From an optimization exercise on the open Yosys and OpenROAD flow, aimed at small area, a short achievable clock period and few clock cycles per item; shortcuts taken in it are not production practice.
In this exercise RTL edits were held to simulation tests only and were not proved equivalent to the original.
Power figures rest on the tool's default switching activity, not on a simulated workload.

File: flow/design.v
`default_nettype none
module top #(
    parameter WIDTH = 4
) (
    input wire clk,
    input wire rst,
    input wire               in_valid,
    input wire [WIDTH*4-1:0] in_data,
    output wire              in_ready,
    output reg               out_valid,
    output reg [WIDTH*4-1:0] out_data,
    input wire               out_ready
);
    wire [3:0] a0 = in_data[3:0];
    wire [3:0] b0 = in_data[7:4];
    wire [3:0] a1 = in_data[11:8];
    wire [3:0] b1 = in_data[15:12];
    wire [7:0] p0, p1;
    wire m0_pp00 = a0[0] & b0[0];
    wire m0_pp01 = a0[0] & b0[1];
    wire m0_pp02 = a0[0] & b0[2];
    wire m0_pp03 = a0[0] & b0[3];
    wire m0_pp10 = a0[1] & b0[0];
    wire m0_pp11 = a0[1] & b0[1];
    wire m0_pp12 = a0[1] & b0[2];
    wire m0_pp13 = a0[1] & b0[3];
    wire m0_pp20 = a0[2] & b0[0];
    wire m0_pp21 = a0[2] & b0[1];
    wire m0_pp22 = a0[2] & b0[2];
    wire m0_pp23 = a0[2] & b0[3];
    wire m0_pp30 = a0[3] & b0[0];
    wire m0_pp31 = a0[3] & b0[1];
    wire m0_pp32 = a0[3] & b0[2];
    wire m0_pp33 = a0[3] & b0[3];
    wire m0_hs0 = m0_pp03 ^ m0_pp12;
    wire m0_hc0 = m0_pp03 & m0_pp12;
    wire m0_hs1 = m0_pp13 ^ m0_pp22;
    wire m0_hc1 = m0_pp13 & m0_pp22;
    wire m0_hs2 = m0_pp02 ^ m0_pp11;
    wire m0_hc2 = m0_pp02 & m0_pp11;
    wire m0_fs3 = m0_hs0 ^ m0_pp21 ^ m0_pp30;
    wire m0_fc3 = (m0_hs0 & m0_pp21) | (m0_hs0 & m0_pp30) | (m0_pp21 & m0_pp30);
    wire m0_fs4 = m0_hc0 ^ m0_hs1 ^ m0_pp31;
    wire m0_fc4 = (m0_hc0 & m0_hs1) | (m0_hc0 & m0_pp31) | (m0_hs1 & m0_pp31);
    wire m0_fs5 = m0_hc1 ^ m0_pp23 ^ m0_pp32;
    wire m0_fc5 = (m0_hc1 & m0_pp23) | (m0_hc1 & m0_pp32) | (m0_pp23 & m0_pp32);
    wire [7:0] m0_ra = {1'b0, m0_fc5, m0_fc4, m0_fc3, m0_hc2, m0_hs2, m0_pp01, m0_pp00};
    wire [7:0] m0_rb = {1'b0, m0_pp33, m0_fs5, m0_fs4, m0_fs3, m0_pp20, m0_pp10, 1'b0};
    wire [8:0] m0_c;
    assign m0_c[0] = 1'b0;
    assign p0[0] = m0_ra[0] ^ m0_rb[0] ^ m0_c[0];
    assign m0_c[1] = (m0_ra[0] & m0_rb[0]) | (m0_ra[0] & m0_c[0]) | (m0_rb[0] & m0_c[0]);
    assign p0[1] = m0_ra[1] ^ m0_rb[1] ^ m0_c[1];
    assign m0_c[2] = (m0_ra[1] & m0_rb[1]) | (m0_ra[1] & m0_c[1]) | (m0_rb[1] & m0_c[1]);
    assign p0[2] = m0_ra[2] ^ m0_rb[2] ^ m0_c[2];
    assign m0_c[3] = (m0_ra[2] & m0_rb[2]) | (m0_ra[2] & m0_c[2]) | (m0_rb[2] & m0_c[2]);
    assign p0[3] = m0_ra[3] ^ m0_rb[3] ^ m0_c[3];
    assign m0_c[4] = (m0_ra[3] & m0_rb[3]) | (m0_ra[3] & m0_c[3]) | (m0_rb[3] & m0_c[3]);
    assign p0[4] = m0_ra[4] ^ m0_rb[4] ^ m0_c[4];
    assign m0_c[5] = (m0_ra[4] & m0_rb[4]) | (m0_ra[4] & m0_c[4]) | (m0_rb[4] & m0_c[4]);
    assign p0[5] = m0_ra[5] ^ m0_rb[5] ^ m0_c[5];
    assign m0_c[6] = (m0_ra[5] & m0_rb[5]) | (m0_ra[5] & m0_c[5]) | (m0_rb[5] & m0_c[5]);
    assign p0[6] = m0_ra[6] ^ m0_rb[6] ^ m0_c[6];
    assign m0_c[7] = (m0_ra[6] & m0_rb[6]) | (m0_ra[6] & m0_c[6]) | (m0_rb[6] & m0_c[6]);
    assign p0[7] = m0_ra[7] ^ m0_rb[7] ^ m0_c[7];
    assign m0_c[8] = (m0_ra[7] & m0_rb[7]) | (m0_ra[7] & m0_c[7]) | (m0_rb[7] & m0_c[7]);
    wire m1_pp00 = a1[0] & b1[0];
    wire m1_pp01 = a1[0] & b1[1];
    wire m1_pp02 = a1[0] & b1[2];
    wire m1_pp03 = a1[0] & b1[3];
    wire m1_pp10 = a1[1] & b1[0];
    wire m1_pp11 = a1[1] & b1[1];
    wire m1_pp12 = a1[1] & b1[2];
    wire m1_pp13 = a1[1] & b1[3];
    wire m1_pp20 = a1[2] & b1[0];
    wire m1_pp21 = a1[2] & b1[1];
    wire m1_pp22 = a1[2] & b1[2];
    wire m1_pp23 = a1[2] & b1[3];
    wire m1_pp30 = a1[3] & b1[0];
    wire m1_pp31 = a1[3] & b1[1];
    wire m1_pp32 = a1[3] & b1[2];
    wire m1_pp33 = a1[3] & b1[3];
    wire m1_hs0 = m1_pp03 ^ m1_pp12;
    wire m1_hc0 = m1_pp03 & m1_pp12;
    wire m1_hs1 = m1_pp13 ^ m1_pp22;
    wire m1_hc1 = m1_pp13 & m1_pp22;
    wire m1_hs2 = m1_pp02 ^ m1_pp11;
    wire m1_hc2 = m1_pp02 & m1_pp11;
    wire m1_fs3 = m1_hs0 ^ m1_pp21 ^ m1_pp30;
    wire m1_fc3 = (m1_hs0 & m1_pp21) | (m1_hs0 & m1_pp30) | (m1_pp21 & m1_pp30);
    wire m1_fs4 = m1_hc0 ^ m1_hs1 ^ m1_pp31;
    wire m1_fc4 = (m1_hc0 & m1_hs1) | (m1_hc0 & m1_pp31) | (m1_hs1 & m1_pp31);
    wire m1_fs5 = m1_hc1 ^ m1_pp23 ^ m1_pp32;
    wire m1_fc5 = (m1_hc1 & m1_pp23) | (m1_hc1 & m1_pp32) | (m1_pp23 & m1_pp32);
    wire [7:0] m1_ra = {1'b0, m1_fc5, m1_fc4, m1_fc3, m1_hc2, m1_hs2, m1_pp01, m1_pp00};
    wire [7:0] m1_rb = {1'b0, m1_pp33, m1_fs5, m1_fs4, m1_fs3, m1_pp20, m1_pp10, 1'b0};
    wire [8:0] m1_c;
    assign m1_c[0] = 1'b0;
    assign p1[0] = m1_ra[0] ^ m1_rb[0] ^ m1_c[0];
    assign m1_c[1] = (m1_ra[0] & m1_rb[0]) | (m1_ra[0] & m1_c[0]) | (m1_rb[0] & m1_c[0]);
    assign p1[1] = m1_ra[1] ^ m1_rb[1] ^ m1_c[1];
    assign m1_c[2] = (m1_ra[1] & m1_rb[1]) | (m1_ra[1] & m1_c[1]) | (m1_rb[1] & m1_c[1]);
    assign p1[2] = m1_ra[2] ^ m1_rb[2] ^ m1_c[2];
    assign m1_c[3] = (m1_ra[2] & m1_rb[2]) | (m1_ra[2] & m1_c[2]) | (m1_rb[2] & m1_c[2]);
    assign p1[3] = m1_ra[3] ^ m1_rb[3] ^ m1_c[3];
    assign m1_c[4] = (m1_ra[3] & m1_rb[3]) | (m1_ra[3] & m1_c[3]) | (m1_rb[3] & m1_c[3]);
    assign p1[4] = m1_ra[4] ^ m1_rb[4] ^ m1_c[4];
    assign m1_c[5] = (m1_ra[4] & m1_rb[4]) | (m1_ra[4] & m1_c[4]) | (m1_rb[4] & m1_c[4]);
    assign p1[5] = m1_ra[5] ^ m1_rb[5] ^ m1_c[5];
    assign m1_c[6] = (m1_ra[5] & m1_rb[5]) | (m1_ra[5] & m1_c[5]) | (m1_rb[5] & m1_c[5]);
    assign p1[6] = m1_ra[6] ^ m1_rb[6] ^ m1_c[6];
    assign m1_c[7] = (m1_ra[6] & m1_rb[6]) | (m1_ra[6] & m1_c[6]) | (m1_rb[6] & m1_c[6]);
    assign p1[7] = m1_ra[7] ^ m1_rb[7] ^ m1_c[7];
    assign m1_c[8] = (m1_ra[7] & m1_rb[7]) | (m1_ra[7] & m1_c[7]) | (m1_rb[7] & m1_c[7]);
    assign in_ready = out_ready;
    always @(posedge clk) begin
        if (rst) begin
            out_valid <= 1'b0;
        end else if (out_ready) begin
            out_valid <= in_valid;
        end
        if (out_ready) begin
            out_data <= {p1, p0};
        end
    end
endmodule
File: flow/flow/run.sh
#!/bin/bash
# Standard ORFS layout with three changes:
#  - synthesis maps the logic with flow/abc.script instead of ORFS's ABC
#    script (the registers and their names are those of the standard
#    synthesis, which this flow otherwise runs unchanged);
#  - full adders are not extracted into fa/ha cells, so ABC maps the adder
#    trees itself;
#  - the port buffers are plain small buffers, not the delay buffers that
#    buffer_ports picks by default.
set -euo pipefail
W=$PWD
cat > "$W/own_synth.tcl" <<EOT
proc abc {args} {
  set i [lsearch -exact \$args -script]
  if {\$i >= 0} { lset args [expr {\$i + 1}] $W/flow/abc.script }
  yosys abc {*}\$args
}
source $W/synth_recipe.tcl
EOT
bash standard.sh "SYNTH_SCRIPT=$W/own_synth.tcl" "ADDER_MAP_FILE=" \
  "BUFFER_PORTS_ARGS=-buffer_cell sky130_fd_sc_hd__buf_1" finish > flow.log 2>&1
File: flow/flow/abc.script
strash
dch
map
topo
upsize
dnsize
File: flow/standard.sh
#!/bin/bash
# synth_recipe.tcl (not shown) runs the flow's synth.tcl, then flattens the netlist and writes it again
# the make line also repeats each setting of config.mk as NAME=value (left out here)
make -C /OpenROAD-flow-scripts/flow DESIGN_CONFIG=/design/flow/config.mk WORK_HOME=/design/flow/orfs CLKGATE_MAP_FILE= SYNTH_SCRIPT=/design/flow/synth_recipe.tcl "${@:-finish}"
File: flow/config.mk
export PLATFORM = sky130hd
export DESIGN_NAME = top
export DESIGN_NICKNAME = top
export VERILOG_FILES = /design/flow/design.v
export SDC_FILE = /design/flow/constraint.sdc
export NUM_CORES = 4
export LEC_CHECK = 0
export CAP_MARGIN = 20
export CORE_MARGIN = 2
export CORE_UTILIZATION = 40
export SLEW_MARGIN = 20
File: flow/constraint.sdc
create_clock -name core_clock -period 3.5 [get_ports {clk}]
set_input_delay 0.7000 -clock core_clock [delete_from_list [all_inputs] [get_ports {clk}]]
set_output_delay 0.7000 -clock core_clock [all_outputs]
set_load 0.01 [all_outputs]
==> reports/summary.txt, run 1 <==
status: no timing/DRC/antenna violations
final setup fails: 0
HP Class: reg2reg
Residual DRC: 0
Max Clock Freq: 467 MHz
IO buf count: 37
crit path time final: 2.14 ns
CTS tree: done
crit path max fanout: 7
Final Hold Fails: 0
WHS Endpoint: out_valid
Layout fillers: 352
largest net degree at the start of global routing: 19
layout cells sized above 1: 8.23%
hold_buf cts: 0
synth-to-layout area growth: 15.7%
Max Buffers Root-to-Sink: 2
syn_nets: 210
clock root buffer: clkbuf_4
Seq cells post-synth: 17
pwr/cell area: 323 nW/um2
footprint of the multi-input gates: 840 um2
post-CTS sizing: 0
Sequential Area: 500 um2
Yosys top cell by area: edfxtp_1
vias in the first global route: 1238
Peak VDD IR: 121 uV
FF-to-FF setup slack: 2.91 ns
post-synthesis cell type count: 31
first-pass GRT wire length: 5090 um
Lkg Pwr: 0.652 nW
Worst Reg-to-Reg Cells: 2
Worst-Margin Slew: 0.425 ns
relative slew slack: 71.4%
DR vias/cell: 4.90
Die Wd: 63.8 um
Mapped Area: 1430 um2
dpl hpwl: 2330 um
Worst Setup End Kind: flip-flop
die area: 4070 um2
Worst R2R Start: out_valid
clock skew: 0 ns
overflow left after global routing: 0
Final Routed Wirelength: 2790 um
Synth Area per Inst: 7.53 um2
maxcap violations: 0
data required time of the critical path: 3.53 ns
Detailed Routing Iterations Pass 1: 4
Post-Synthesis Cells: 190
pre-CTS setup slack: 1.09 ns
Slew Viols, Final: 0
Rows: 21
Ports: 38
Hold Crit Depth: 2
Chip Height: 63.8 um
CP arrival: 2.18 ns
worst skew pair latency: 0.28 ns
DR iter-0 viols: 39
clk slew on worst S/H paths: 0.09 ns
top-area cell type share of the netlist area: 33.6%
RSZ-0062 raised after global routing: false
reg2reg end: out_valid
via count: 1356
Ys Warns: 1
Setup crit start kind: primary input
WS Path Type: in2reg
core footprint: 3390 um2
Num CTS Buffers: 3
H-tree depth: 1
setup TNS: 0 ns
NumNets Final: 252
post-CTS setup buffer count: 0
Seq/Total Area, Yosys: 35.0%
Sinks on Clock Net: 17
# diodes: 0
initial core utilization: 42.2%
Final Wtd Congestion: 0.806
wire per inst: 10.1 um
Area contributors post-synth: edfxtp_1, nand2_1, clkinv_1, nor2_1, xnor2_1
Final WS setup: 1.36 ns
GRT Total Usage: 15.0%
crit share post-route: 61.2%
min-delay src: out_valid
initial antenna violation count: 0
post-route ant nets: 0
flip-flops by register name, summed over array words and instances (netlist names):
name / count
out_data: 16
out_valid: 1
placed cells by master, fill, tap and decap left out, drive strengths merged, types with 3 or more instances in the layout:
| master | instances |
|---|---|
| nand4 | 10 |
| a21oi | 8 |
| o22ai | 4 |
| clkinv | 22 |
| buf | 38 |
| edfxtp | 16 |
| clkbuf | 3 |
| nand2 | 52 |
| nor2 | 21 |
| o21ai | 10 |
| nand3 | 14 |
| o2bb2ai | 4 |
| xnor2 | 8 |
where the power goes:
group / switching, mW / internal, mW
Clock: 0.0561 / 0.0423
Sequential: 0.00552 / 0.254
Combinational: 0.113 / 0.0638
per-stage QoR:
| stage | total power [mW] | cell area (um2) | instances | hold slack, ns | utilization [%] |
|---|---|---|---|---|---|
| after floorplan | 0.385 | 1430 | 190 | 0.528 | - |
| after global placement | 0.442 | 1630 | 273 | 0.483 | 48.0 |
| after detailed placement | 0.442 | 1630 | 273 | 0.500 | 48.0 |
| after CTS | 0.540 | 1650 | 277 | 0.523 | 48.8 |
| after global routing | 0.577 | 1650 | 277 | 0.559 | 48.8 |
| final | 0.534 | 1650 | 277 | 0.513 | 48.8 |
routing by layer:
layer	track usage [%]	vias to the layer above	part of all wire (%)
met5	0	-	0
met4	4.35	0	0.75
met2	24.5	42	39
met1	21.3	562	54
li1	-	750	-
met3	1.23	2	6.0
worst max-delay path by stage:
stage	from	endpoint	depth (start not counted)
2_1_floorplan	in_data[8]	out_data[15]	8
3_3_place_gp	in_data[0]	out_data[7]	9
3_5_place_dp	in_data[14]	out_data[15]	11
4_1_cts	in_data[14]	out_data[15]	11
5_1_grt	in_data[13]	out_data[14]	10
6_report	in_data[14]	out_data[15]	11
synth_stat cells:
cell type  instances
a21boi_2           2
a21oi_1            6
a21oi_2            2
a22oi_1            2
and2_1             2
buf_4              1
clkinv_1          21
dfxtp_1            1
edfxtp_1          16
inv_1              1
mux2i_1            1
nand2_1           50
nand2_2            2
nand3_1           12
nand3_2            2
nand3b_1           2
nand4_1            8
nand4_2            2
nor2_1            21
nor4_1             2
o2111ai_1          2
o211a_1            2
o211ai_1           2
o21ai_0            4
o21ai_1            4
o21ai_2            2
o22ai_1            2
o22ai_2            2
o2bb2ai_1          4
xnor2_1            8
xor2_1             2
critical path, stage by stage:
cell	delay, ns
buf_1	0.25
nand2_1	0.14
nand2_2	0.12
nand2_1	0.07
o21ai_2	0.06
nand3_1	0.12
nand3_1	0.14
nand3_2	0.12
a21boi_2	0.23
o21ai_1	0.09
o2bb2ai_1	0.13
layout make-up:
| class | instances | area share (%) |
|---|---|---|
| Multi-Input combinational cell | 150 | 50.8 |
| Clock inverter | 1 | 0.303 |
| Timing Repair Buffer | 38 | 8.85 |
| Sequential cell | 17 | 30.3 |
| Inverter | 22 | 4.99 |
| Clock buffer | 3 | 1.36 |
| Tap cell | 46 | 3.48 |
cells by family (layout without fill, tap and decap cells):
group / count (synthesis) / count (layout) / share of synthesized area (%)
AOI/OAI and AO/OA: 36 / 36 / 18.7
xor gates and xnor gates: 10 / 10 / 6.12
buffers and inverters: 23 / 64 / 6.30
muxes: 1 / 1 / 0.700
and+or+nand+nor: 103 / 103 / 33.2
DFF: 17 / 17 / 35.0
Testbench counts, summed over its fixed seeds: cycles 3,208, items 3,200.
==> run 2, diff against run 1 <==
--- a/flow/config.mk
+++ b/flow/config.mk
@@ -10,2 +10,3 @@
 export CORE_UTILIZATION = 40
+export SETUP_SLACK_MARGIN = 1.75
 export SLEW_MARGIN = 20
==> run 2 against run 1 <==
  * Critical endpoint unchanged
  * Clock-buffer cell count is 1 higher
  * Fmax is 15% higher
  * Register-to-register slack hardly changed
  * Core utilization is 21 points higher
  * Largest power group is now combinational logic
  * Synthesized cell count stayed put
  * Final cell count is 10% higher
  * Critical path type unchanged
  * Combinational power is 61% higher
  * Global-route usage is 5.0 points higher
==> reports/summary.txt, run 2 <==
DR vias/cell: 5.35 (was 4.90)
Final Hold Fails: 0 (unchanged)
GRT Total Usage: 20.0% (was 15.0%)
crit path time final: 1.87 ns (was 2.14 ns)
layout cells sized above 1: 45.9% (was 8.23%)
Max Buffers Root-to-Sink: 2 (unchanged)
Layout fillers: 243 (was 352)
Sinks on Clock Net: 17 (unchanged)
DR iter-0 viols: 68 (was 39)
Final Core Density: 70.3% (was 48.8%)
Setup crit start kind: primary input (unchanged)
relative slew slack: 62.6% (was 71.4%)
vias in the first global route: 1490 (was 1238)
Largest register FFs: 16 (unchanged)
overflow left after global routing: 0 (unchanged)
Crit-path slowest cell: a21boi_4 (was buf_1)
pwr/cell area: 270 nW/um2 (was 323 nW/um2)
Worst-Margin Slew: 0.556 ns (was 0.425 ns)
largest reg by FF count: out_data (unchanged)
Lkg Pwr: 0.998 nW (was 0.652 nW)
crit path max fanout: 6 (was 7)
Residual DRC: 0 (unchanged)
data required time of the critical path: 3.54 ns (was 3.53 ns)
Slew Viols, Final: 0 (unchanged)
syn_nets: 210 (unchanged)
Mapped Area: 1430 um2 (unchanged)
crit share post-route: 53.4% (was 61.2%)
setup TNS: 0 ns (unchanged)
maxcap violations: 0 (unchanged)
Seq/Total Area, Yosys: 35.0% (unchanged)
CTS tree: done (unchanged)
most common cell after layout, fill and taps aside: nand2_1 (unchanged)
Chip Height: 63.8 um (unchanged)
core footprint: 3390 um2 (unchanged)
clock root buffer: clkbuf_4 (unchanged)
first-pass GRT wire length: 6560 um (was 5090 um)
H-tree depth: 1 (unchanged)
top-area cell type share of the netlist area: 33.6% (unchanged)
CP Cell Sequence: buf_12 -> nand4_4 -> clkinv_2 -> nand3_2 -> o2bb2ai_2 -> nand2_1 -> nand2_2 -> a21boi_4 -> o21ai_1 -> o2bb2ai_1 (was buf_1 -> nand2_1 -> nand2_2 -> nand2_1 -> o21ai_2 -> nand3_1 -> nand3_1 -> nand3_2 -> a21boi_2 -> o21ai_1 -> o2bb2ai_1)
via count: 1632 (was 1356)
top flop regs: out_data x16, out_valid x1 (unchanged)
Num CTS Buffers: 3 (unchanged)
post-synthesis cell type count: 31 (unchanged)
WS Path Type: in2reg (unchanged)
status: no timing/DRC/antenna violations (unchanged)
Seq cells post-synth: 17 (unchanged)
dpl hpwl: 2510 um (was 2330 um)
Worst path max stage delay: 0.20 ns (was 0.25 ns)
HP Class: reg2reg (unchanged)
prevailing post-synth register cell: edfxtp_1 (unchanged)
initial antenna violation count: 0 (unchanged)
Hold Crit Depth: 2 (unchanged)
RSZ-0062 raised after global routing: true (was false)
Post-Synthesis Cells: 190 (unchanged)
Die Wd: 63.8 um (unchanged)
EDFF count, synth: 16 (unchanged)
post-route ant nets: 0 (unchanged)
final setup fails: 0 (unchanged)
IO buf count: 37 (unchanged)
largest net degree at the start of global routing: 18 (was 19)
worst skew pair latency: 0.28 ns (about the same)
Ys Warns: 1 (unchanged)
Synth Area per Inst: 7.53 um2 (unchanged)
CP arrival: 1.91 ns (was 2.18 ns)
FFs w/ async S/R, synth: 0% (unchanged)
Ports: 38 (unchanged)
most frequent cell after synthesis: nand2_1 (unchanged)
Rows: 21 (unchanged)
clk slew on worst S/H paths: 0.09 ns (about the same)
Worst Reg-to-Reg Cells: 2 (unchanged)
synth cell count leaders: nand2_1, clkinv_1, nor2_1 (unchanged)
wire per inst: 13.7 um (was 10.1 um)
Peak VDD IR: 99.4 uV (was 121 uV)
NumNets Final: 280 (was 252)
Final Wtd Congestion: 0.820 (was 0.806)
Yosys top cell by area: edfxtp_1 (unchanged)
# diodes: 0 (unchanged)
top cell family by delay on the critical path: compound AO/OA/AOI/OAI gates (was simple AND/OR/NAND/NOR gates)
Crit path depth: 10 (was 11)
Max Clock Freq: 535 MHz (was 467 MHz)
Area contributors post-synth: edfxtp_1, nand2_1, clkinv_1, nor2_1, xnor2_1 (unchanged)
die area: 4070 um2 (unchanged)
clock skew: 0 ns (unchanged)
synth-to-layout area growth: 66.6% (was 15.7%)
most frequent cells in the layout: nand2_1, buf_1, buf_4 (was nand2_1, buf_1, clkinv_1, nor2_1, edfxtp_1)
Detailed Routing Iterations Pass 1: 4 (unchanged)
initial core utilization: 42.2% (unchanged)
Buf+Inv Stages, Crit Path: 2 (was 1)
Worst Setup End Kind: flip-flop (unchanged)
Final Routed Wirelength: 4170 um (was 2790 um)
## run 2: cell counts after synthesis
Identical to the previous run, type by type.
## run 2: logic make-up (layout without fill, tap and decap cells)
family          after synthesis  count (layout)  share of synthesized area, %
flops                        17              17                          35.0
xor+xnor                     10              10                          6.12
compound gates               36              36                          18.7
mux                           1               1                         0.700
buf+inv                      23              92                          6.30
simple gates                103             103                          33.2
## run 2: layer usage
metal / global-route usage, % / part of all wire (%)
met1: 27.0 / 45
met2: 33.1 / 50
met3: 2.29 / 4.3
met4: 7.07 / 0.82
met5: 0 / 0
## run 2: worst reg2reg max path: cells and delay by family, from the launching register on
| family | cells | cell delay, ns |
|---|---|---|
| flip-flops | 1 | 0.32 |
| multiplexers | 1 | 0.12 |
| AND/OR/NAND/NOR | 1 | 0.05 |
## run 2: power by group
group	switching [mW]	total [mW]	internal, mW
clock	0.0556	0.0998	0.0443
combinational	0.155	0.284	0.129
sequential	0.00599	0.260	0.254
total	0.216	0.643	0.427
## run 2: worst paths after layout
kind | start | to | slack, ns
max | in_data[8] | out_data[15] | 1.63
min | out_valid | out_valid | 0.50
max reg2reg | out_valid | out_valid | 2.92
min reg2reg | out_valid | out_valid | 0.50
## run 2: per-stage QoR
stage | hold slack (ns) | std cells | power, mW | instance area, um2 | setup WS, ns
2_1_floorplan | 0.528 | 190 | 0.391 | 1490 | 1.59
3_3_place_gp | 0.488 | 273 | 0.452 | 1680 | 1.01
3_5_place_dp | 0.491 | 273 | 0.452 | 1680 | 1.02
4_1_cts | 0.513 | 298 | 0.608 | 2150 | 1.69
5_1_grt | 0.547 | 305 | 0.684 | 2380 | 1.56
6_report | 0.504 | 305 | 0.643 | 2380 | 1.63
## run 2: final cells by class
cell class                 instances  area [um2]  share of cell area, %
inverter                          22         100                   4.20
clock buffer                       4        26.3                   1.10
multi-input combinational        150        1130                   47.3
sequential                        17         500                   21.0
tap                               46        57.6                   2.42
timing repair buffer              66         572                   24.0
## run 2: repair_timing
action	in CTS	in global routing
endpoints found under the setup margin	11	9
pin swaps	25	28
setup buffers	21	7
resized for setup	88	44
hold buffers	0	0
hold endpoints to repair	0	0
==> run 3, diff against run 2 <==
==> flow/flow/abc.script (replaced) <==
strash
&get -n
&st
&if -g -K 4
&st
&dch
&put
map -D 1300
upsize -D 1300
dnsize -D 1300
--- a/flow/config.mk
+++ b/flow/config.mk
@@ -10,3 +10,2 @@
 export CORE_UTILIZATION = 40
-export SETUP_SLACK_MARGIN = 1.75
 export SLEW_MARGIN = 20
==> run 3 against run 2 <==
  * Wire length fell by 45%
  * Clock-buffer cell count did not move
  * Flip-flop and latch count did not move
  * Final cell count fell by 18%
  * Worst hold slack improved by 0.014 ns
  * First-iteration DRC count fell by 72%
  * Die area fell by 11%
  * Area after synthesis fell by 12%
  * Critical path depth did not move
  * Global-route usage fell by 6.2 points
==> reports/summary.txt, run 3 <==
Residual DRC: 0 (unchanged)
Sinks on Clock Net: 17 (unchanged)
Synth Area per Inst: 7.68 um2 (was 7.53 um2)
core footprint: 3030 um2 (was 3390 um2)
via count: 1129 (was 1632)
EDFF count, synth: 16 (unchanged)
NumNets Final: 226 (was 280)
vias in the first global route: 991 (was 1490)
Max Buffers Root-to-Sink: 2 (unchanged)
synth cell count leaders: nand2_1, clkinv_1, nor2_1 (unchanged)
Num CTS Buffers: 3 (unchanged)
hold_buf cts: 0 (unchanged)
Final WS setup: 1.38 ns (was 1.63 ns)
RSZ-0062 raised after global routing: false (was true)
Area contributors post-synth: edfxtp_1, nand2_1, xnor2_1, clkinv_1, nor2_1 (was edfxtp_1, nand2_1, clkinv_1, nor2_1, xnor2_1)
Final Wtd Congestion: 0.921 (was 0.820)
largest net degree at the start of global routing: 18 (unchanged)
Final Hold Fails: 0 (unchanged)
HP Class: reg2reg (unchanged)
Detailed Routing Iterations Pass 1: 4 (unchanged)
# diodes: 0 (unchanged)
Die Wd: 60.1 um (was 63.8 um)
CP arrival: 2.16 ns (was 1.91 ns)
top flop regs: out_data x16, out_valid x1 (unchanged)
Yosys top cell by area: edfxtp_1 (unchanged)
overflow left after global routing: 0 (unchanged)
most frequent cell after synthesis: nand2_1 (unchanged)
syn_nets: 184 (was 210)
largest reg by FF count: out_data (unchanged)
DR vias/cell: 4.53 (was 5.35)
H-tree depth: 1 (unchanged)
Final Routed Wirelength: 2290 um (was 4170 um)
Slew Viols, Final: 0 (unchanged)
crit path time final: 2.12 ns (was 1.87 ns)
first-pass GRT wire length: 3820 um (was 6560 um)
initial core utilization: 41.6% (was 42.2%)
Worst-Margin Slew: 0.276 ns (was 0.556 ns)
pre-CTS setup slack: 1.07 ns (was 1.02 ns)
die area: 3610 um2 (was 4070 um2)
clock root buffer: clkbuf_4 (unchanged)
Seq/Total Area, Yosys: 39.8% (was 35.0%)
Worst Setup End Kind: flip-flop (unchanged)
prevailing post-synth register cell: edfxtp_1 (unchanged)
post-route ant nets: 0 (unchanged)
GRT Total Usage: 13.8% (was 20.0%)
wire per inst: 9.20 um (was 13.7 um)
Post-Synthesis Cells: 164 (was 190)
crit share post-route: 60.6% (was 53.4%)
DR iter-0 viols: 19 (was 68)
Rows: 20 (was 21)
IO buf count: 37 (unchanged)
most frequent cells in the layout: nand2_1, buf_1, clkinv_1 (was nand2_1, buf_1, buf_4)
initial antenna violation count: 0 (unchanged)
CTS tree: done (unchanged)
Setup crit start kind: primary input (unchanged)
dpl hpwl: 1990 um (was 2510 um)
post-CTS setup buffer count: 0 (was 21)
Largest register FFs: 16 (unchanged)
Layout fillers: 306 (was 243)
maxcap violations: 0 (unchanged)
Max Clock Freq: 472 MHz (was 535 MHz)
WS Path Type: in2reg (unchanged)
clock skew: 0 ns (unchanged)
relative slew slack: 81.4% (was 62.6%)
Ports: 38 (unchanged)
data required time of the critical path: 3.54 ns (about the same)
Ys Warns: 1 (unchanged)
Chip Height: 60.1 um (was 63.8 um)
worst skew pair latency: 0.28 ns (about the same)
Seq cells post-synth: 17 (unchanged)
crit path max fanout: 4 (was 6)
Lkg Pwr: 0.565 nW (was 0.998 nW)
setup TNS: 0 ns (unchanged)
post-synthesis cell type count: 25 (was 31)
pwr/cell area: 352 nW/um2 (was 270 nW/um2)
top-area cell type share of the netlist area: 38.2% (was 33.6%)
synth-to-layout area growth: 17.5% (was 66.6%)
final setup fails: 0 (unchanged)
post-CTS sizing: 0 (was 88)
FFs w/ async S/R, synth: 0% (unchanged)
Final Core Density: 48.8% (was 70.3%)
Peak VDD IR: 105 uV (was 99.4 uV)
most common cell after layout, fill and taps aside: nand2_1 (unchanged)
status: no timing/DRC/antenna violations (unchanged)
layout cells sized above 1: 6.34% (was 45.9%)
Mapped Area: 1260 um2 (was 1430 um2)
clk slew on worst S/H paths: 0.09 ns (about the same)
## run 3: cell types whose count changed after synthesis, moves of 3 or more
| cell | delta |
|---|---|
| nand2_1 | -3 |
| nand3_1 | -5 |
| nand4_1 | -8 |
| nor2_1 | -3 |
| o21ai_0 | +6 |
| o2bb2ai_1 | -4 |
| xnor2_1 | +4 |
| xor2_1 | +3 |
## run 3: cell families (layout without fill, tap and decap cells)
| logic type | after synthesis | after routing | synth area share, % |
|---|---|---|---|
| DFF | 17 | 17 | 39.8 |
| AOI/OAI and AO/OA | 26 | 26 | 13.7 |
| buffers and inverters | 23 | 64 | 7.16 |
| muxes | 1 | 1 | 0.795 |
| and+or+nand+nor | 80 | 80 | 26.7 |
| xor gates and xnor gates | 17 | 17 | 11.8 |
## run 3: worst max-delay path: stages
cell and delay [ns]:
buf_1 0.11, clkinv_1 0.14, o21ai_0 0.25, nand2_1 0.10, xnor2_1 0.19, o21ai_1 0.12, a21boi_4 0.16, a21boi_2 0.18
o21bai_2 0.09, xnor2_1 0.13
## run 3: worst paths after layout
kind               start           end  slack, ns  depth (start not counted)
min reg2reg    out_valid     out_valid       0.52                          2
max          in_data[12]  out_data[14]       1.38                         10
min            out_valid     out_valid       0.52                          2
max reg2reg    out_valid     out_valid       2.91                          2
## run 3: per-layer routing
layer / routed length [um] / vias to the layer above / global-route usage, %
met3: 159 / 2 / 1.08
met2: 921 / 42 / 21.7
met5: 0 / - / 0
li1: - / 618 / -
met4: 17 / 0 / 6.03
met1: 1190 / 467 / 19.3
## run 3: stage by stage
step | hold slack, ns | power [mW] | std cells | area, um2
2_1_floorplan | 0.528 | 0.378 | 164 | 1260
3_3_place_gp | 0.473 | 0.422 | 245 | 1450
3_5_place_dp | 0.509 | 0.426 | 245 | 1450
4_1_cts | 0.534 | 0.525 | 249 | 1480
5_1_grt | 0.541 | 0.557 | 249 | 1480
6_report | 0.518 | 0.520 | 249 | 1480
## run 3: power by group
| group | switching, mW | internal (mW) |
|---|---|---|
| sequential | 0.00547 | 0.255 |
| clock | 0.0557 | 0.0442 |
| combinational | 0.0982 | 0.0619 |
## run 3: cell type report
class | instances | area [um2] | area share [%]
clock buffer | 4 | 26.3 | 1.78
inverter | 22 | 82.6 | 5.58
tap | 44 | 55.1 | 3.72
timing repair buffer | 38 | 146 | 9.90
multi-input combinational | 124 | 668 | 45.2
sequential | 17 | 500 | 33.8
==> run 4, diff against run 3 <==
--- a/flow/flow/run.sh
+++ b/flow/flow/run.sh
@@ -20,2 +20,2 @@
 bash standard.sh "SYNTH_SCRIPT=$W/own_synth.tcl" "ADDER_MAP_FILE=" \
-  "BUFFER_PORTS_ARGS=-buffer_cell sky130_fd_sc_hd__buf_1" finish > flow.log 2>&1
+  "BUFFER_PORTS_ARGS=-buffer_cell sky130_fd_sc_hd__buf_2" finish > flow.log 2>&1
--- a/flow/config.mk
+++ b/flow/config.mk
@@ -10,2 +10,3 @@
 export CORE_UTILIZATION = 40
+export SETUP_SLACK_MARGIN = 1.5
 export SLEW_MARGIN = 20
==> run 4 against run 3 <==
  * Fmax rose by 7.8%
  * Largest cell class unchanged
  * Critical endpoint unchanged
  * Critical path type unchanged
  * Area after synthesis did not move
  * Non-clock buffer count rose by 2
  * Highest routed layer unchanged
  * Total power rose by 9.3%
==> reports/summary.txt, run 4 <==
clock skew: 0 ns (unchanged)
clk slew on worst S/H paths: 0.09 ns (about the same)
most common cell after layout, fill and taps aside: nand2_1 (unchanged)
Post-DP Area: 1590 um2 (was 1450 um2)
top-area cell type share of the netlist area: 38.2% (unchanged)
Worst Setup End Kind: flip-flop (unchanged)
post-synthesis cell type count: 25 (unchanged)
met2 WL: 1220 um (was 921 um)
DR vias/cell: 4.82 (was 4.53)
Max Buffers Root-to-Sink: 2 (unchanged)
RSZ-0062 raised after global routing: false (unchanged)
EDFF count, synth: 16 (unchanged)
Area contributors post-synth: edfxtp_1, nand2_1, xnor2_1, clkinv_1, nor2_1 (unchanged)
crit path time final: 1.97 ns (was 2.12 ns)
power consumption: 0.569 mW (was 0.520 mW)
met3 wire length: 156 um (was 159 um)
dpl hpwl: 2140 um (was 1990 um)
WS Path Type: in2reg (unchanged)
FF-to-FF setup slack: 2.91 ns (about the same)
Post-Synthesis Cells: 164 (unchanged)
IO buf count: 37 (unchanged)
Chip Height: 60.1 um (unchanged)
Setup crit start kind: primary input (unchanged)
via count: 1210 (was 1129)
final setup fails: 0 (unchanged)
Top Metal Used: met4 (unchanged)
Lkg Pwr: 0.769 nW (was 0.565 nW)
overflow left after global routing: 0 (unchanged)
CP arrival: 2.01 ns (was 2.16 ns)
syn_nets: 184 (unchanged)
Sequential Area: 500 um2 (unchanged)
Layout Cells excl Fill: 251 (was 249)
GRT Total Usage: 15.4% (was 13.8%)
largest reg by FF count: out_data (unchanged)
Max Clock Freq: 508 MHz (was 472 MHz)
Ports: 38 (unchanged)
die area: 3610 um2 (unchanged)
Sinks on Clock Net: 17 (unchanged)
data required time of the critical path: 3.54 ns (about the same)
Peak VDD IR: 108 uV (was 105 uV)
wire per inst: 10.7 um (was 9.20 um)
Detailed Routing Iterations Pass 1: 4 (unchanged)
synth cell count leaders: nand2_1, clkinv_1, nor2_1 (unchanged)
final instance area: 1780 um2 (was 1480 um2)
Synth Area per Inst: 7.68 um2 (unchanged)
Final Wtd Congestion: 0.880 (was 0.921)
status: no timing/DRC/antenna violations (unchanged)
Largest register FFs: 16 (unchanged)
Rows: 20 (unchanged)
vias in the first global route: 993 (was 991)
post-route ant nets: 0 (unchanged)
Yosys top cell by area: edfxtp_1 (unchanged)
pwr/cell area: 320 nW/um2 (was 352 nW/um2)
# diodes: 0 (unchanged)
first-pass GRT wire length: 4180 um (was 3820 um)
Hold WS: 0.509 ns (was 0.518 ns)
Seq/Total Area, Yosys: 39.8% (unchanged)
layout cells sized above 1: 48.8% (was 6.34%)
HP Class: reg2reg (unchanged)
Worst-Margin Slew: 0.379 ns (was 0.276 ns)
maxcap violations: 0 (unchanged)
post-placement cell count: 244 (was 245)
Ys Warns: 1 (unchanged)
NumNets Final: 228 (was 226)
most frequent cell after synthesis: nand2_1 (unchanged)
initial antenna violation count: 0 (unchanged)
Final Routed Wirelength: 2700 um (was 2290 um)
initial core utilization: 41.6% (unchanged)
core footprint: 3030 um2 (unchanged)
synth-to-layout area growth: 41.3% (was 17.5%)
crit share post-route: 56.2% (was 60.6%)
largest net degree at the start of global routing: 19 (was 18)
H-tree depth: 1 (unchanged)
FFs w/ async S/R, synth: 0% (unchanged)
most frequent cells in the layout: nand2_1, buf_2, edfxtp_1 (was nand2_1, buf_1, clkinv_1)
Slew Viols, Final: 0 (unchanged)
Num CTS Buffers: 3 (unchanged)
crit path max fanout: 4 (unchanged)
DR iter-0 viols: 18 (was 19)
footprint of the multi-input gates: 841 um2 (was 668 um2)
Mapped Area: 1260 um2 (unchanged)
Residual DRC: 0 (unchanged)
prevailing post-synth register cell: edfxtp_1 (unchanged)
CTS tree: done (unchanged)
Final Hold Fails: 0 (unchanged)
Layout fillers: 279 (was 306)
relative slew slack: 74.7% (was 81.4%)
met1 wire length: 1260 um (was 1190 um)
clock root buffer: clkbuf_4 (unchanged)
worst skew pair latency: 0.28 ns (about the same)
top flop regs: out_data x16, out_valid x1 (unchanged)
Seq cells post-synth: 17 (unchanged)
setup TNS: 0 ns (unchanged)
Die Wd: 60.1 um (unchanged)
## run 4: cell counts after synthesis
Identical to the previous run, type by type.
## run 4: worst paths after layout
path,startpoint,to,cells after the start
worst min register to register,out_valid,out_valid,2
worst max-delay path,in_data[10],out_data[14],9
worst min-delay path,out_valid,out_valid,2
worst max register to register,out_valid,out_valid,2
## run 4: routing by layer
| layer | global-route usage [%] | vias up |
|---|---|---|
| met5 | 0 | - |
| met2 | 22.5 | 47 |
| met4 | 7.62 | 0 |
| met1 | 22.5 | 537 |
| met3 | 1.30 | 6 |
| li1 | - | 620 |
## run 4: worst max-delay path, cell delays in order
cell	delay [ns]
buf_2	0.13
clkinvlp_4	0.14
o21ai_1	0.16
nand2_1	0.11
xnor2_2	0.14
or2_1	0.23
a21boi_4	0.15
o21bai_2	0.17
xnor2_1	0.08
## run 4: what timing repair did
| item | in CTS | in global routing |
|---|---|---|
| buffers inserted | 0 | 3 |
| cloned | 0 | 0 |
| endpoints found under the setup margin | 3 | 7 |
| hold buffers | 0 | 0 |
| pin swaps | 1 | 12 |
| resized for setup | 1 | 37 |
## run 4: layout make-up
| type | instances | share of cell area (%) |
|---|---|---|
| Clock buffer | 4 | 1.48 |
| Inverter | 22 | 7.74 |
| Sequential cell | 17 | 28.1 |
| Tap cell | 44 | 3.10 |
| Multi-Input combinational cell | 124 | 47.3 |
| Timing Repair Buffer | 40 | 12.2 |
## run 4: cell families (layout without fill, tap and decap cells)
logic type	count (synthesis)	in the layout	share of synthesized area [%]
flip-flops	17	17	39.8
buffers and inverters	23	66	7.16
multiplexers	1	1	0.795
AND/OR/NAND/NOR	80	80	26.7
XOR/XNOR	17	17	11.8
AO/OA/AOI/OAI	26	26	13.7
## run 4: stage by stage
step           utilization (%)  worst slack, ns
5_1_grt                   58.7             1.47
2_1_floorplan                -             1.46
6_report                  58.7             1.53
4_1_cts                   53.7             1.50
3_3_place_gp              52.6             1.19
3_5_place_dp              52.6             1.17
## run 4: where the power goes
part / total, mW / internal [mW] / leakage, nW / switching (mW)
clock network: 0.0985 / 0.0442 / 0.0150 / 0.0543
registers: 0.260 / 0.255 / 0.164 / 0.00552
logic: 0.210 / 0.0895 / 0.590 / 0.120
==> run 5, diff against run 4 <==
--- a/flow/config.mk
+++ b/flow/config.mk
@@ -10,3 +10,2 @@
 export CORE_UTILIZATION = 40
-export SETUP_SLACK_MARGIN = 1.5
 export SLEW_MARGIN = 20
==> run 5 against run 4 <==
  * Via count down 5.5%
  * Clock-buffer cell count down 1
  * Worst setup slack worse by 0.096 ns
  * Worst hold slack worse by 0.0046 ns
  * Total power down 6.8%
  * Fmax down 4.7%
  * Flip-flop and latch count unchanged
  * Critical path depth unchanged
  * Die area unchanged
  * Highest routed layer unchanged
  * Clock skew unchanged
==> reports/summary.txt, run 5 <==
status: no timing/DRC/antenna violations (unchanged)
CP arrival: 2.11 ns (was 2.01 ns)
synth cell count leaders: nand2_1, clkinv_1, nor2_1 (unchanged)
most common cell after layout, fill and taps aside: nand2_1 (unchanged)
final instance area: 1520 um2 (was 1780 um2)
Sinks on Clock Net: 17 (unchanged)
Largest register FFs: 16 (unchanged)
post-CTS sizing: 0 (was 1)
Post-DP Area: 1490 um2 (was 1590 um2)
Hold WS: 0.505 ns (was 0.509 ns)
Final Routed Wirelength: 2410 um (was 2700 um)
EDFF count, synth: 16 (unchanged)
Residual DRC: 0 (unchanged)
initial core utilization: 41.6% (unchanged)
Critical Path Sink: out_data[14] (unchanged)
NumNets Final: 225 (was 228)
clock skew: 0 ns (unchanged)
largest reg by FF count: out_data (unchanged)
wire per inst: 9.71 um (was 10.7 um)
Max Clock Freq: 485 MHz (was 508 MHz)
worst skew pair latency: 0.28 ns (about the same)
top cell family by delay on the critical path: compound AO/OA/AOI/OAI gates (unchanged)
crit path max fanout: 5 (was 4)
maxcap violations: 0 (unchanged)
post-route ant nets: 0 (unchanged)
Mapped Area: 1260 um2 (unchanged)
Seq cells post-synth: 17 (unchanged)
Area contributors post-synth: edfxtp_1, nand2_1, xnor2_1, clkinv_1, nor2_1 (unchanged)
post-synthesis cell type count: 25 (unchanged)
Final WS setup: 1.44 ns (was 1.53 ns)
Chip Height: 60.1 um (unchanged)
Ys Warns: 1 (unchanged)
DR vias/cell: 4.61 (was 4.82)
most used routing layer: met2 (unchanged)
Yosys top cell by area: edfxtp_1 (unchanged)
hold_buf cts: 0 (unchanged)
most frequent cell after synthesis: nand2_1 (unchanged)
Ports: 38 (unchanged)
IO buf count: 37 (unchanged)
Max Buffers Root-to-Sink: 2 (unchanged)
CTS tree: done (unchanged)
Worst Setup End Kind: flip-flop (unchanged)
Worst-Margin Slew: 0.390 ns (was 0.379 ns)
Worst path max stage delay: 0.27 ns (was 0.23 ns)
crit path time final: 2.06 ns (was 1.97 ns)
Seq/Total Area, Yosys: 39.8% (unchanged)
Rows: 20 (unchanged)
Worst Reg-to-Reg Cells: 2 (unchanged)
top-area cell type share of the netlist area: 38.2% (unchanged)
dpl hpwl: 2050 um (was 2140 um)
clock root buffer: clkbuf_4 (unchanged)
M1 GR Usage: 19.4% (was 22.5%)
pwr/cell area: 349 nW/um2 (was 320 nW/um2)
relative slew slack: 74.0% (was 74.7%)
clk slew on worst S/H paths: 0.10 ns (was 0.09 ns)
GRT Total Usage: 14.4% (was 15.4%)
Peak VDD IR: 102 uV (was 108 uV)
FFs w/ async S/R, synth: 0% (unchanged)
via count: 1143 (was 1210)
DR iter-0 viols: 28 (was 18)
syn_nets: 184 (unchanged)
HP Class: reg2reg (unchanged)
first-pass GRT wire length: 4000 um (was 4180 um)
Lkg Pwr: 0.666 nW (was 0.769 nW)
Setup crit start: in_data[9] (was in_data[10])
synth-to-layout area growth: 20.7% (was 41.3%)
setup TNS: 0 ns (unchanged)
data required time of the critical path: 3.54 ns (about the same)
Worst R2R Start: out_valid (unchanged)
Crit-path slowest cell: nor2_1 (was or2_1)
Synth Area per Inst: 7.68 um2 (unchanged)
reg2reg end: out_valid (unchanged)
largest net degree at the start of global routing: 19 (unchanged)
CP Cell Sequence: buf_2 -> nand2_1 -> nor2_1 -> nor2_1 -> o21ai_2 -> a21boi_4 -> a21boi_2 -> o21bai_2 -> xnor2_1 (was buf_2 -> clkinvlp_4 -> o21ai_1 -> nand2_1 -> xnor2_2 -> or2_1 -> a21boi_4 -> o21bai_2 -> xnor2_1)
Detailed Routing Iterations Pass 1: 4 (unchanged)
final setup fails: 0 (unchanged)
Crit path depth: 9 (unchanged)
post-CTS setup buffer count: 0 (unchanged)
Buf+Inv Stages, Crit Path: 1 (was 2)
Setup crit start kind: primary input (unchanged)
top flop regs: out_data x16, out_valid x1 (unchanged)
pre-CTS setup slack: 1.13 ns (was 1.17 ns)
WS Path Type: in2reg (unchanged)
overflow left after global routing: 0 (unchanged)
CP most frequent cell: nor2_1
Slew Viols, Final: 0 (unchanged)
met2 Use GR: 23.6% (was 22.5%)
core footprint: 3030 um2 (unchanged)
die area: 3610 um2 (unchanged)
prevailing post-synth register cell: edfxtp_1 (unchanged)
Num CTS Buffers: 3 (unchanged)
Die Wd: 60.1 um (unchanged)
Final Wtd Congestion: 0.933 (was 0.880)
H-tree depth: 1 (unchanged)
most frequent cells in the layout: nand2_1, buf_2, clkinv_1 (was nand2_1, buf_2, edfxtp_1)
met3 GRT Util: 1.30% (unchanged)
Post-Synthesis Cells: 164 (unchanged)
Final Hold Fails: 0 (unchanged)
# diodes: 0 (unchanged)
Layout fillers: 295 (was 279)
layout cells sized above 1: 24.5% (was 48.8%)
initial antenna violation count: 0 (unchanged)
RSZ-0062 raised after global routing: false (unchanged)
crit share post-route: 58.9% (was 56.2%)
FF-to-FF setup slack: 2.92 ns (was 2.91 ns)
vias in the first global route: 1002 (was 993)
run 5: cell types whose count changed in the layout (fill, tap and decap cells not counted), moves of 6 or more:
cell	delta
nand2_2	-11
clkinv_1	+15
o21ai_0	+7
nand2_1	+13
nor2_1	+6
run 5: worst min-delay path: cells and delay by family, from the launching register on:
kind	cells	cell delay (ns)
multiplexers	1	0.06
flip-flops	1	0.33
AND/OR/NAND/NOR	1	0.08
run 5: kinds of logic after synthesis:
group / count (synthesis) / share of synthesized area (%)
buffers and inverters: 23 / 7.16
AO/OA/AOI/OAI: 26 / 13.7
multiplexers: 1 / 0.795
XOR/XNOR: 17 / 11.8
AND/OR/NAND/NOR: 80 / 26.7
flip-flops: 17 / 39.8
run 5: final cells by class:
cell class                      count  area, um2  share of cell area (%)
Clock buffer                        3       22.5                    1.48
Clock inverter                      1       5.00                   0.329
Sequential cell                    17        500                    32.9
Timing Repair Buffer               37        185                    12.2
Inverter                           22       82.6                    5.44
Tap cell                           44       55.1                    3.62
Multi-Input combinational cell    124        668                    44.0
run 5: worst min path at each step:
stage	start	slack, ns	depth (start not counted)	to
floorplan	out_valid	0.53	2	out_valid
global placement	out_valid	0.47	2	out_valid
detailed placement	out_valid	0.49	2	out_valid
CTS	out_valid	0.52	2	out_valid
global route	out_valid	0.53	2	out_valid
finish	out_valid	0.50	2	out_valid
run 5: where the power goes:
group	internal (mW)	leakage [nW]	switching, mW
sequential	0.255	0.164	0.00455
clock	0.0424	0.0177	0.0582
combinational	0.0710	0.484	0.0992
run 5: through the flow:
| step | total power [mW] | util, % | instances |
|---|---|---|---|
| global route | 0.562 | 50.2 | 248 |
| detailed placement | 0.435 | 49.3 | 244 |
| finish | 0.530 | 50.2 | 248 |
| global placement | 0.430 | 49.3 | 244 |
| CTS | 0.534 | 50.2 | 248 |
| floorplan | 0.378 | - | 164 |
run 5: per-layer routing:
layer | vias up | part of all wire, %
met2 | 38 | 42
met4 | 0 | 1.0
met5 | - | 0
li1 | 612 | -
met1 | 491 | 51
met3 | 2 | 6.2
==> run 6, diff against run 5 <==
==> flow/flow/run.sh (replaced) <==
#!/bin/bash
# Standard ORFS layout (standard.sh) with these changes:
#  - synthesis maps the logic with flow/abc.script instead of ORFS's ABC
#    script; everything else in the standard synthesis is unchanged, so the
#    registers and their names are the standard synthesis's;
#  - full adders are not extracted into fa/ha cells, so ABC maps the adder
#    trees itself;
#  - every port gets a plain buf_2 buffer instead of the delay buffer that
#    buffer_ports picks by default, and after global placement
#    (flow/post_gpl.tcl) the output buffers that only drive an output port
#    are made buf_1.
# Each tool's full log is in orfs/logs/; make's output is in flow.log.
set -euo pipefail
W=$PWD
cat > "$W/own_synth.tcl" <<EOT
proc abc {args} {
  set i [lsearch -exact \$args -script]
  if {\$i >= 0} { lset args [expr {\$i + 1}] $W/flow/abc.script }
  yosys abc {*}\$args
}
source $W/synth_recipe.tcl
EOT
bash standard.sh "SYNTH_SCRIPT=$W/own_synth.tcl" "ADDER_MAP_FILE=" \
  "BUFFER_PORTS_ARGS=-buffer_cell sky130_fd_sc_hd__buf_2" \
  "POST_GLOBAL_PLACE_TCL=$W/flow/post_gpl.tcl" finish > flow.log 2>&1
==> flow/flow/post_gpl.tcl (new file) <==
# The output ports other than in_ready are driven from registers and have
# slack to spare: their port buffers can be the smallest buffer.
foreach port [get_ports {out_data[*] out_valid}] {
  foreach pin [get_pins -of_objects [get_nets -of_objects $port] -filter "direction == output"] {
    set inst [get_cells -of_objects $pin]
    if {[get_property [get_lib_cells -of_objects $inst] name] eq "sky130_fd_sc_hd__buf_2"} {
      puts "post_gpl: [get_full_name $inst] -> sky130_fd_sc_hd__buf_1"
      replace_cell $inst sky130_fd_sc_hd__buf_1
    }
  }
}
==> run 6 against run 5 <==
  * The flow now stops in 3_3_place_gp
  * Area after synthesis stayed put
  * Synthesized cell count stayed put
==> reports/summary.txt, run 6 <==
EDFF count, synth: 16 (unchanged)
Chip Height: 60.1 um (unchanged)
Log Error: [ERROR STA-0100] unsupported object type Port.
most frequent cell after synthesis: nand2_1 (unchanged)
Mapped Area: 1260 um2 (unchanged)
Synth Area per Inst: 7.68 um2 (unchanged)
Yosys top cell by area: edfxtp_1 (unchanged)
initial core utilization: 41.6% (unchanged)
Die Wd: 60.1 um (unchanged)
post-synthesis cell type count: 25 (unchanged)
status: stopped before the end (was no timing/DRC/antenna violations)
Seq cells post-synth: 17 (unchanged)
prevailing post-synth register cell: edfxtp_1 (unchanged)
FFs w/ async S/R, synth: 0% (unchanged)
Area contributors post-synth: edfxtp_1, nand2_1, xnor2_1, clkinv_1, nor2_1 (unchanged)
syn_nets: 184 (unchanged)
Stopped at: 3_3_place_gp
Rows: 20 (unchanged)
IO buf count: 37 (unchanged)
Ports: 38 (unchanged)
Seq/Total Area, Yosys: 39.8% (unchanged)
top-area cell type share of the netlist area: 38.2% (unchanged)
Ys Warns: 1 (unchanged)
Post-Synthesis Cells: 164 (unchanged)
synth cell count leaders: nand2_1, clkinv_1, nor2_1 (unchanged)
==> run 6: cell families after synthesis <==
kind of cell	Yosys count	synth area share, %
buf+inv	23	7.16
flops	17	39.8
mux	1	0.795
simple gates	80	26.7
compound gates	26	13.7
xor+xnor	17	11.8
==> run 7, diff against run 6 <==
--- a/flow/flow/post_gpl.tcl
+++ b/flow/flow/post_gpl.tcl
@@ -3,3 +3,4 @@
 foreach port [get_ports {out_data[*] out_valid}] {
-  foreach pin [get_pins -of_objects [get_nets -of_objects $port] -filter "direction == output"] {
+  set net [get_nets [get_full_name $port]]
+  foreach pin [get_pins -of_objects $net -filter "direction == output"] {
     set inst [get_cells -of_objects $pin]
==> run 7 against run 6 <==
  * Now clean on timing, DRC and antenna
  * Synthesized cell count unchanged
  * Area after synthesis did not move
==> reports/summary.txt, run 7 <==
status: no timing/DRC/antenna violations (was stopped before the end)
Rows: 20 (unchanged)
vias in the first global route: 1010
Worst-Margin Slew: 0.384 ns
Seq/Total Area, Yosys: 39.8% (unchanged)
prevailing post-synth register cell: edfxtp_1 (unchanged)
layout cells sized above 1: 16.2%
FFs w/ async S/R, synth: 0% (unchanged)
EDFF count, synth: 16 (unchanged)
most frequent cells in the layout: nand2_1, clkinv_1, buf_2
Ports: 38 (unchanged)
Final Core Density: 49.5%
core footprint: 3030 um2
top flop regs: out_data x16, out_valid x1
data required time of the critical path: 3.55 ns
Yosys top cell by area: edfxtp_1 (unchanged)
crit share post-route: 58.7%
top-area cell type share of the netlist area: 38.2% (unchanged)
worst skew pair latency: 0.28 ns
Worst path max stage delay: 0.23 ns
largest net degree at the start of global routing: 19
Residual DRC: 0
crit path time final: 2.05 ns
Synth Area in Compound Gates: 13.7% (unchanged)
post-synthesis cell type count: 25 (unchanged)
Synth Area in Simple Gates: 26.7% (unchanged)
synth-to-layout area growth: 19.0%
final setup fails: 0
synth cell count leaders: nand2_1, clkinv_1, nor2_1 (unchanged)
clock root buffer: clkbuf_4
largest family of logic cells by synthesized area: simple AND/OR/NAND/NOR gates (unchanged)
IO buf count: 37 (unchanged)
hold_buf cts: 0
Lkg Pwr: 0.618 nW
Num CTS Buffers: 3
Final Routed Wirelength: 2410 um
Peak VDD IR: 103 uV
Crit-path slowest cell: o21ai_0
post-placement cell count: 244
Setup crit start kind: primary input
GRT Total Usage: 15.0%
post-synthesis adder-cell area fraction: 0% (unchanged)
via count: 1141
first-pass GRT wire length: 4110 um
post-CTS setup buffer count: 0
wire per inst: 9.70 um
pwr/cell area: 349 nW/um2
Layout Cells excl Fill: 248
post-CTS sizing: 0
die area: 3610 um2
Hold WS: 0.506 ns
# diodes: 0
Largest register FFs: 16
CP most frequent cell: xnor2_1
overflow left after global routing: 0
clock skew: 0 ns
NumNets Final: 225
crit path max fanout: 4
dpl hpwl: 2030 um
mux cell area share after synthesis: 0.795% (unchanged)
CP Cell Sequence: buf_2 -> clkinv_1 -> o21ai_0 -> nand2_1 -> xnor2_1 -> o21ai_1 -> a21boi_4 -> a21boi_2 -> o21bai_2 -> xnor2_1
Chip Height: 60.1 um (unchanged)
Worst Setup End Kind: flip-flop
RSZ-0062 raised after global routing: false
largest reg by FF count: out_data
setup TNS: 0 ns
Slew Viols, Final: 0
Sinks on Clock Net: 17
H-tree depth: 1
syn_nets: 184 (unchanged)
Post-Synthesis Cells: 164 (unchanged)
DR vias/cell: 4.60
initial core utilization: 41.6% (unchanged)
most common cell after layout, fill and taps aside: nand2_1
Area contributors post-synth: edfxtp_1, nand2_1, xnor2_1, clkinv_1, nor2_1 (unchanged)
Post-Synth XOR/XNOR Area: 11.8% (unchanged)
Max Clock Freq: 487 MHz
Mapped Area: 1260 um2 (unchanged)
post-route ant nets: 0
Detailed Routing Iterations Pass 1: 4
maxcap violations: 0
clk slew on worst S/H paths: 0.10 ns
CTS tree: done
Synth Area per Inst: 7.68 um2 (unchanged)
Max Buffers Root-to-Sink: 2
initial antenna violation count: 0
CP arrival: 2.10 ns
WS Path Type: in2reg
HP Class: reg2reg
Final Hold Fails: 0
DR iter-0 viols: 20
Seq cells post-synth: 17 (unchanged)
Ys Warns: 1 (unchanged)
Die Wd: 60.1 um (unchanged)
most frequent cell after synthesis: nand2_1 (unchanged)
relative slew slack: 74.4%
-- run 7: worst paths after layout --
kind / startpoint / end / slack (ns) / depth (start not counted)
hold reg to reg: out_valid / out_valid / 0.51 / 2
hold / removal: out_valid / out_valid / 0.51 / 2
setup / recovery: in_data[12] / out_data[14] / 1.45 / 10
setup reg to reg: out_valid / out_valid / 2.92 / 2
-- run 7: per-stage QoR --
| step | area, um2 | setup WS (ns) | power, mW |
|---|---|---|---|
| floorplan | 1260 | 1.41 | 0.378 |
| global placement | 1490 | 1.18 | 0.430 |
| detailed placement | 1470 | 1.15 | 0.429 |
| CTS | 1500 | 1.46 | 0.528 |
| global route | 1500 | 1.20 | 0.559 |
| finish | 1500 | 1.45 | 0.523 |
-- run 7: critical path: cells and delay by family --
kind,cells,cell delay (ns)
AO/OA/AOI/OAI,5,0.78
AND/OR/NAND/NOR,1,0.10
XOR/XNOR,2,0.33
buffers and inverters,2,0.19
-- run 7: cells by family after synthesis --
family,count (synthesis)
AOI/OAI and AO/OA,26
muxes,1
and+or+nand+nor,80
DFF,17
buffers and inverters,23
xor gates and xnor gates,17
-- run 7: cell type report --
type,count,area [um2]
Clock buffer,3,22.5
Clock inverter,1,5.00
Fill cell,304,1530
Inverter,22,82.6
Multi-Input combinational cell,124,668
Sequential cell,17,500
Tap cell,44,55.1
Timing Repair Buffer,37,164
-- run 7: routing by layer --
metal	up-vias	share of wire (%)	global-route usage (%)
met5	-	0	0
met4	0	1.0	6.67
met3	2	5.0	1.30
met2	32	42	23.8
met1	497	52	20.6
li1	610	-	-
-- run 7: power by group --
| group | switching, mW | total, mW | leakage, nW | internal (mW) |
|---|---|---|---|---|
| Sequential | 0.00535 | 0.260 | 0.164 | 0.255 |
| Clock | 0.0574 | 0.0998 | 0.0177 | 0.0424 |
| Combinational | 0.0988 | 0.163 | 0.437 | 0.0644 |
==> run 8, diff against run 7 <==
==> flow/flow/abc.script (replaced) <==
strash
&get -n
&st
&if -g -K 3
&st
&dch
&put
map -D 1300
upsize -D 1300
dnsize -D 1300
==> run 8 against run 7 <==
  * Still clean on timing, DRC and antenna
  * Non-clock buffer count unchanged
  * Die area down 2.0%
  * Global-route usage up 0.38 points
  * Clock power about the same
  * Worst setup slack worse by 0.047 ns
  * Total power down 1.7%
  * Highest routed layer unchanged
==> reports/summary.txt, run 8 <==
Num CTS Buffers: 3 (unchanged)
post-placement cell count: 229 (was 244)
FFs w/ async S/R, synth: 0% (unchanged)
largest net degree at the start of global routing: 19 (unchanged)
WS Path Type: in2reg (unchanged)
vias in the first global route: 986 (was 1010)
initial antenna violation count: 0 (unchanged)
largest family of logic cells by synthesized area: simple AND/OR/NAND/NOR gates (unchanged)
Worst Setup End Kind: flip-flop (unchanged)
Synth Area in Simple Gates: 27.1% (was 26.7%)
Lkg Pwr: 0.614 nW (was 0.618 nW)
prevailing post-synth register cell: edfxtp_1 (unchanged)
# diodes: 0 (unchanged)
Final Routed Wirelength: 2400 um (was 2410 um)
overflow left after global routing: 0 (unchanged)
Yosys top cell by area: edfxtp_1 (unchanged)
post-route ant nets: 0 (unchanged)
Synth Area in Compound Gates: 11.7% (was 13.7%)
Post-DP Area: 1430 um2 (was 1470 um2)
crit path max fanout: 4 (unchanged)
post-CTS sizing: 0 (unchanged)
Final Hold Fails: 0 (unchanged)
DR iter-0 viols: 25 (was 20)
relative slew slack: 73.5% (was 74.4%)
mux cell area share after synthesis: 0.812% (was 0.795%)
first-pass GRT wire length: 4110 um (about the same)
via count: 1121 (was 1141)
status: no timing/DRC/antenna violations (unchanged)
most frequent cells in the layout: nand2_1, buf_2, buf_1 (was nand2_1, clkinv_1, buf_2)
crit share post-route: 60.0% (was 58.7%)
top flop regs: out_data x16, out_valid x1 (unchanged)
layout cells sized above 1: 17.0% (was 16.2%)
clock root buffer: clkbuf_4 (unchanged)
Post-Synthesis Cells: 160 (was 164)
Slew Viols, Final: 0 (unchanged)
top cell family by delay on the critical path: compound AO/OA/AOI/OAI gates (unchanged)
Residual DRC: 0 (unchanged)
maxcap violations: 0 (unchanged)
wire per inst: 10.3 um (was 9.70 um)
EDFF count, synth: 16 (unchanged)
Mapped Area: 1230 um2 (was 1260 um2)
CTS tree: done (unchanged)
post-synthesis adder-cell area fraction: 0% (unchanged)
CP arrival: 2.14 ns (was 2.10 ns)
Final WS setup: 1.40 ns (was 1.45 ns)
worst skew pair latency: 0.28 ns (about the same)
GRT Total Usage: 15.4% (was 15.0%)
Post-Synth XOR/XNOR Area: 12.8% (was 11.8%)
RSZ-0062 raised after global routing: false (unchanged)
Layout Cells excl Fill: 233 (was 248)
Synth Area per Inst: 7.70 um2 (was 7.68 um2)
post-CTS setup buffer count: 0 (unchanged)
Sinks on Clock Net: 17 (unchanged)
data required time of the critical path: 3.54 ns (was 3.55 ns)
Max Buffers Root-to-Sink: 2 (unchanged)
Max Clock Freq: 476 MHz (was 487 MHz)
dpl hpwl: 2060 um (was 2030 um)
clk slew on worst S/H paths: 0.09 ns (was 0.10 ns)
hold_buf cts: 0 (unchanged)
largest reg by FF count: out_data (unchanged)
pre-CTS setup slack: 1.10 ns (was 1.15 ns)
HP Class: reg2reg (unchanged)
die area: 3540 um2 (was 3610 um2)
Seq/Total Area, Yosys: 40.6% (was 39.8%)
Largest register FFs: 16 (unchanged)
IO buf count: 37 (unchanged)
setup TNS: 0 ns (unchanged)
Ys Warns: 1 (unchanged)
Worst-Margin Slew: 0.398 ns (was 0.384 ns)
Area contributors post-synth: edfxtp_1, nand2_1, xor2_1, o21ai_0, clkinv_1 (was edfxtp_1, nand2_1, xnor2_1, clkinv_1, nor2_1)
initial core utilization: 41.0% (was 41.6%)
Buf+Inv Stages, Crit Path: 2 (unchanged)
Peak VDD IR: 107 uV (was 103 uV)
synth-to-layout area growth: 18.2% (was 19.0%)
DR vias/cell: 4.81 (was 4.60)
Chip Height: 59.5 um (was 60.1 um)
Ports: 38 (unchanged)
post-synthesis cell type count: 26 (was 25)
final instance area: 1460 um2 (was 1500 um2)
Setup crit start kind: primary input (unchanged)
H-tree depth: 1 (unchanged)
Detailed Routing Iterations Pass 1: 4 (unchanged)
Rows: 20 (unchanged)
crit path time final: 2.10 ns (was 2.05 ns)
Hold WS: 0.503 ns (was 0.506 ns)
Die Wd: 59.5 um (was 60.1 um)
pwr/cell area: 353 nW/um2 (was 349 nW/um2)
final setup fails: 0 (unchanged)
synth cell count leaders: nand2_1, edfxtp_1, clkinv_1 (was nand2_1, clkinv_1, nor2_1)
most frequent cell after synthesis: nand2_1 (unchanged)
syn_nets: 180 (was 184)
CP Cell Sequence: buf_2 -> clkinv_1 -> nor2_1 -> nand3_1 -> o21ai_0 -> o21ai_0 -> nand2_1 -> nand2_1 -> a21boi_2 -> o21ai_2 -> xor2_1 (was buf_2 -> clkinv_1 -> o21ai_0 -> nand2_1 -> xnor2_1 -> o21ai_1 -> a21boi_4 -> a21boi_2 -> o21bai_2 -> xnor2_1)
NumNets Final: 221 (was 225)
Seq cells post-synth: 17 (unchanged)
top-area cell type share of the netlist area: 39.0% (was 38.2%)
clock skew: 0 ns (unchanged)
Crit-path slowest cell: nor2_1 (was o21ai_0)
Worst path max stage delay: 0.19 ns (was 0.23 ns)
most common cell after layout, fill and taps aside: nand2_1 (unchanged)
core footprint: 3000 um2 (was 3030 um2)
## run 8: report_power, final
part / switching, mW / leakage (nW) / total [mW] / internal, mW
clock network: 0.0567 / 0.0150 / 0.101 / 0.0442
registers: 0.00579 / 0.164 / 0.260 / 0.255
logic: 0.0943 / 0.436 / 0.153 / 0.0587
total: 0.157 / 0.614 / 0.514 / 0.358
## run 8: layer usage
layer	vias up	track usage [%]	part of all wire, %
li1	597	-	-
met3	4	2.40	6.2
met1	480	21.0	47
met2	40	24.0	44
met5	-	0	0
met4	0	6.67	2.0
## run 8: final timing paths
| check | start | endpoint | slack, ns | cells past startpoint |
|---|---|---|---|---|
| max reg2reg | out_valid | out_valid | 2.92 | 2 |
| max | in_data[12] | out_data[14] | 1.40 | 11 |
| min | out_valid | out_valid | 0.50 | 2 |
| min reg2reg | out_valid | out_valid | 0.50 | 2 |
## run 8: worst reg2reg max path: cells and delay by family (launching register included)
family | cells | cell delay, ns
flops | 1 | 0.32
mux | 1 | 0.12
simple gates | 1 | 0.05
## run 8: cells by family (layout without fill, tap and decap cells)
| kind of cell | Yosys count | in the layout |
|---|---|---|
| compound gates | 23 | 23 |
| buf+inv | 22 | 62 |
| flops | 17 | 17 |
| mux | 1 | 1 |
| xor+xnor | 18 | 18 |
| simple gates | 79 | 79 |
## run 8: area by class of cell
cell class | count | area [um2]
Tap cell | 33 | 41.3
Clock buffer | 4 | 26.3
Multi-Input combinational cell | 121 | 646
Inverter | 21 | 78.8
Sequential cell | 17 | 500
Fill cell | 317 | 1550
Timing Repair Buffer | 37 | 164
## run 8: per-stage QoR
step	utilization, %	power (mW)
detailed placement	47.6	0.419
global placement	48.3	0.422
global route	48.5	0.552
floorplan	-	0.367
CTS	48.5	0.518
finish	48.5	0.514

re-timing with driven ports:
The flow's constraints put no driver on any port. The routed layouts listed below were extracted and timed again, unchanged, in two steps. Step 1 (the two cells are an assumption about what drives the block):
set clk [get_ports {clk}]
set_driving_cell -lib_cell sky130_fd_sc_hd__clkbuf_16 $clk
set_driving_cell -lib_cell sky130_fd_sc_hd__buf_2 [delete_from_list [all_inputs] $clk]
Step 2 moves the port delays by t, midway between the first and last clock arrival at a register: inputs arrive t later, outputs are due t later. That takes back most of the time a late clock gives input paths. Three values: no drivers, after step 1, after step 2; two values: the first two.
run	t, ns	setup slack, ns	pins driven straight from the clock port
run 1	0.294	1.357 / 1.351 / 1.057	1
run 2	0.300	1.631 / 1.580 / 1.280	1
run 3	0.297	1.379 / 1.372 / 1.075	1
run 4	0.299	1.533 / 1.530 / 1.231	1
run 5	0.298	1.437 / 1.435 / 1.137	1
run 7	0.297	1.445 / 1.438 / 1.140	1
run 8	0.301	1.398 / 1.397 / 1.096	1
After both steps setup and hold are still met in every run listed. The setup slack of run 2, which loses most, moves by -0.051 ns with the drivers and by -0.351 ns with both steps.
